From an optimization exercise on the open Yosys and OpenROAD flow, aimed at small area; shortcuts taken in it are not production practice. In this exercise RTL edits were held to simulation tests only and were not proved equivalent to the original. Power and IR drop assume default switching activity.

== the reference run ==
==> module Controller_StateMachine, before the edit <==
module Controller_StateMachine(ADC, clk, Find_Setting, rst_n, LED_Drive, DC_Comp, LED_IR, LED_RED, PGA_Gain,
                               RED_ADC_Value, IR_ADC_Next, CLK_Filter);
	input  wire [7:0] ADC;
	input  wire clk;
	input  wire rst_n;           
	input  wire Find_Setting;
	output wire [3:0] LED_Drive;
	output reg  [6:0] DC_Comp;
	output wire LED_IR;
	output wire LED_RED;
	output reg  [3:0] PGA_Gain;
	output reg  [7:0] RED_ADC_Value;  
	output wire [7:0] IR_ADC_Next;    
	output reg  CLK_Filter;
	localparam [3:0] S_IDLE  = 4'd0,   
	                 S_RST4  = 4'd1,   
	                 S_ROP   = 4'd2,
	                 S_RGAIN = 4'd3,
	                 S_IOP   = 4'd4,
	                 S_IGAIN = 4'd5,
	                 S_AR    = 4'd6,
	                 S_AI    = 4'd7,
	                 S_ALT   = 4'd8;
	reg [3:0]  st;
	reg [1:0]  prev;         
	reg [15:0] gw;           
	reg [3:0]  aw;           
	reg [4:0]  cnt;          
	reg [7:0]  vmin, vmax;
	reg [6:0]  oth_op;
	reg [3:0]  oth_g;
	reg        led_ir;
	reg [7:0]  IR_ADC_Value;
	assign LED_Drive = 4'd10;
	assign LED_IR  = led_ir;
	assign LED_RED = ~led_ir;
	wire in_reset = (st == S_IDLE) | (st == S_RST4);
	wire is_op    = (st == S_ROP) | (st == S_IOP);
	wire is_gain  = (st == S_RGAIN) | (st == S_IGAIN);
	wire win_done = (cnt >= 5'd20);
	wire [7:0] diff = vmax - vmin;
	wire [7:0] mid  = {2'b00, diff[7:2]} + vmin;
	wire accept = (mid >= 8'd117) & (mid <= 8'd137);
	wire in_rng = (ADC < 8'd240) & (ADC > 8'd5);
	wire clip   = (ADC > 8'd240) | (ADC < 8'd5);
	wire gw_ok  = (gw >= 16'd545);
	wire aw_ok  = (aw >= 4'd10);
	assign IR_ADC_Next = rst_n ? 8'd0 :
	                     Find_Setting ? IR_ADC_Value :
	                     in_reset ? 8'd0 :
	                     ((st == S_ALT) & (prev == 2'd2)) ? ADC : IR_ADC_Value;
	always @(posedge clk) begin
		IR_ADC_Value <= IR_ADC_Next;
		if (rst_n) CLK_Filter <= 1'b0;
		else CLK_Filter <= ~CLK_Filter;
	end
	always @(posedge clk) begin
		if (rst_n) begin
			st <= S_IDLE;
			prev <= 2'd0;
			led_ir <= 1'b0;
			DC_Comp <= 7'd0;
			PGA_Gain <= 4'd0;
			gw <= 16'd545;
			cnt <= 5'd0;
			vmin <= 8'd255;
			vmax <= 8'd0;
			aw <= 4'd10;
			RED_ADC_Value <= 8'd0;
		end else if (Find_Setting) begin
			st <= S_ROP;
		end else begin
			case (st)
			S_IDLE, S_RST4: begin
				led_ir <= 1'b0;
				DC_Comp <= 7'd0;
				PGA_Gain <= 4'd0;
				gw <= 16'd545;
				cnt <= 5'd0;
				vmin <= 8'd255;
				vmax <= 8'd0;
				aw <= 4'd10;
				RED_ADC_Value <= 8'd0;
				st <= (st == S_RST4) ? S_IOP : S_IDLE;
			end
			S_ROP, S_IOP: begin
				if (st == S_IOP) led_ir <= 1'b1;
				if (!win_done) begin
					if (ADC < vmin) vmin <= ADC;
					if (ADC > vmax) vmax <= ADC;
					cnt <= cnt + 5'd1;
				end else begin
					vmin <= 8'd255;
					vmax <= 8'd0;
					cnt <= 5'd1;
					if (accept) begin
						if (st == S_ROP) begin oth_op <= DC_Comp; st <= S_RGAIN; end
						else st <= S_IGAIN;
					end else
						DC_Comp <= DC_Comp + 7'd10;
				end
			end
			S_RGAIN, S_IGAIN: begin
				if (in_rng & gw_ok) PGA_Gain <= PGA_Gain + 4'd1;
				if ((in_rng & gw_ok) | clip) gw <= 16'd1;
				else gw <= gw + 16'd1;
				if (clip) begin
					if (st == S_RGAIN) begin oth_g <= PGA_Gain; st <= S_RST4; end
					else st <= S_ALT;
				end
			end
			S_ALT: begin
				if (aw_ok) begin
					aw <= 4'd1;
					st <= (prev == 2'd1) ? S_AI : S_AR;
				end else
					aw <= aw + 4'd1;
				if (prev == 2'd1) RED_ADC_Value <= ADC;
			end
			S_AR, S_AI: begin
				if (led_ir != (st == S_AI)) begin
					DC_Comp <= oth_op;
					oth_op <= DC_Comp;
					PGA_Gain <= oth_g;
					oth_g <= PGA_Gain;
				end
				led_ir <= (st == S_AI);
				st <= S_ALT;
				prev <= (st == S_AI) ? 2'd2 : 2'd1;
			end
			default: ;
			endcase
		end
	end
endmodule
export LEC_CHECK = 0
export CAP_MARGIN = 20
export CORE_MARGIN = 2
export CORE_UTILIZATION = 60
export SLEW_MARGIN = 20
export SYNTH_HIERARCHICAL = 1
create_clock -name core_clock -period 10.0 [get_ports {clk}]
standard.sh (not shown) runs the stock make flow with config.mk's settings and CLKGATE_MAP_FILE= SYNTH_SCRIPT=/design/flow/synth_recipe.tcl, a recipe that flattens the netlist after the stock synthesis.
==> flow/flow/run.sh <==
#!/bin/bash
# Layout flow: the standard ORFS flow (standard.sh: the standard synthesis,
# floorplan, power grid, tap cells, placement, CTS, routing), with two settings
# passed to it through the environment:
#  - every port still gets its own buffer, but the smallest one (buf_1);
#  - the clock tree uses clkbuf_8 sink clusters and no dummy loads.
# The whole make output goes to flow_make.log in this folder; ORFS also writes
# each step's log under orfs/logs/.
set -euo pipefail
export BUFFER_PORTS_ARGS="-buffer_cell sky130_fd_sc_hd__buf_1"
export CTS_ARGS="-sink_clustering_enable -repair_clock_nets -dont_use_dummy_load -buf_list sky130_fd_sc_hd__clkbuf_8 -sink_clustering_size 18 -sink_clustering_max_diameter 60"
bash standard.sh finish > flow_make.log 2>&1
The reference run reached the end of the flow, and the finished layout is clean on the timing, design-rule and antenna checks.
Edits applied to the flow inputs when going from the reference run to the trial run:
--- a/flow/design.v
+++ b/flow/design.v
@@ -459,14 +459,44 @@
 	assign LED_RED = ~led_ir;
 	wire in_reset = (st == S_IDLE) | (st == S_RST4);
-	wire is_op    = (st == S_ROP) | (st == S_IOP);
-	wire is_gain  = (st == S_RGAIN) | (st == S_IGAIN);
-	wire win_done = (cnt >= 5'd20);
-	wire [7:0] diff = vmax - vmin;
-	wire [7:0] mid  = {2'b00, diff[7:2]} + vmin;
-	wire accept = (mid >= 8'd117) & (mid <= 8'd137);
+	wire win_done = cnt[4] & cnt[2];
+	wire aw_ok    = aw[3] & aw[1];
 	wire in_rng = (ADC < 8'd240) & (ADC > 8'd5);
 	wire clip   = (ADC > 8'd240) | (ADC < 8'd5);
-	wire gw_ok  = (gw >= 16'd545);
-	wire aw_ok  = (aw >= 4'd10);
+	wire gw_ok  = (|gw[15:10]) | (gw[9] & ((|gw[8:6]) | (gw[5] & (|gw[4:0]))));
+	wire [8:0] cmin, cmax;
+	assign cmin[0] = 1'b1;    
+	assign cmax[0] = 1'b0;    
+	genvar gi;
+	generate for (gi = 0; gi < 8; gi = gi + 1) begin : cmp
+		assign cmin[gi+1] = (ADC[gi] & ~vmin[gi]) | (cmin[gi] & (ADC[gi] | ~vmin[gi]));
+		assign cmax[gi+1] = (ADC[gi] & ~vmax[gi]) | (cmax[gi] & (ADC[gi] | ~vmax[gi]));
+	end endgenerate
+	wire lt_min = ~cmin[8];
+	wire gt_max = cmax[8];
+	wire [7:0] dcy;           
+	wire [7:2] q;             
+	assign dcy[1] = vmax[0] | ~vmin[0];
+	assign dcy[2] = (vmax[1] & ~vmin[1]) | (dcy[1] & (vmax[1] | ~vmin[1]));
+	generate for (gi = 2; gi < 7; gi = gi + 1) begin : sub
+		FA u(.a(vmax[gi]), .b(~vmin[gi]), .c(dcy[gi]), .s(q[gi]), .co(dcy[gi+1]));
+	end endgenerate
+	assign q[7] = vmax[7] ^ ~vmin[7] ^ dcy[7];
+	wire [7:0] mid;
+	wire [7:0] mcy;
+	HA m0(.a(vmin[0]), .b(q[2]), .s(mid[0]), .co(mcy[1]));
+	generate for (gi = 1; gi < 6; gi = gi + 1) begin : add
+		FA u(.a(vmin[gi]), .b(q[gi+2]), .c(mcy[gi]), .s(mid[gi]), .co(mcy[gi+1]));
+	end endgenerate
+	HA m6(.a(vmin[6]), .b(mcy[6]), .s(mid[6]), .co(mcy[7]));
+	assign mid[7] = vmin[7] ^ mcy[7];
+	wire accept = (mid >= 8'd117) & (mid <= 8'd137);
+	wire [15:0] gw_inc;
+	wire [15:0] gcy;
+	assign gw_inc[0] = ~gw[0];
+	assign gcy[1] = gw[0];
+	generate for (gi = 1; gi < 15; gi = gi + 1) begin : ginc
+		HA u(.a(gw[gi]), .b(gcy[gi]), .s(gw_inc[gi]), .co(gcy[gi+1]));
+	end endgenerate
+	assign gw_inc[15] = gw[15] ^ gcy[15];
 	assign IR_ADC_Next = rst_n ? 8'd0 :
 	                     Find_Setting ? IR_ADC_Value :
@@ -510,6 +540,6 @@
 				if (st == S_IOP) led_ir <= 1'b1;
 				if (!win_done) begin
-					if (ADC < vmin) vmin <= ADC;
-					if (ADC > vmax) vmax <= ADC;
+					if (lt_min) vmin <= ADC;
+					if (gt_max) vmax <= ADC;
 					cnt <= cnt + 5'd1;
 				end else begin
@@ -527,5 +557,5 @@
 				if (in_rng & gw_ok) PGA_Gain <= PGA_Gain + 4'd1;
 				if ((in_rng & gw_ok) | clip) gw <= 16'd1;
-				else gw <= gw + 16'd1;
+				else gw <= gw_inc;
 				if (clip) begin
 					if (st == S_RGAIN) begin oth_g <= PGA_Gain; st <= S_RST4; end
[summary]
The internal power of the trial run and that of the reference run are within noise of each other.
Going from the reference run to the trial run, utilization after layout decreased by 0.68 points relative to the old numbers; final-layout clock-cell area share saw little to no change.
Looking at fraction of met1 tracks used by global routing, the trial run sits 0.30 points lower than the reference run does.
First-pass GRT wire length went down by a few percent going from the reference run to the trial run.
Summary of the trial run over the reference run: total routed wirelength down 1.1 mm; total clock network power down about 0.4%; proportion of cell area occupied by registers up 0.83 points; share of total power consumed by net switching flat; via count down about 5%.
Relative to the reference run, effective utilization at floorplan decreased by 0.45 points in the trial run.

==> port drivers added, routing unchanged <==
The flow's constraints put no driver on any port. The routed layouts listed below were extracted and timed again, unchanged, in two steps.
Step 1 assumes that a clkbuf_16 drives the clock port and a buf_2 every other input.
Step 2 adds t to the input delays and takes it off the output delays; t is the mean of the earliest and latest rising clock arrival at the registers after step 1. Input paths then give back, and output paths get back, about the clock's delay inside the block.
Three values: ideal, step 1, step 2; two values: the first two.
run	t, ns	setup slack, ns	hold slack, ns	worst data-port slew with drivers (ns)	pins driven straight from the clock port
the reference run	0.653	0.295 / 0.295 / 0.295	0.296 / 0.296 / 0.296	0.03	1
the trial run	0.633	0.329 / 0.329 / 0.329	0.291 / 0.291 / 0.291	0.03	1
After both steps every run listed still meets setup and hold.
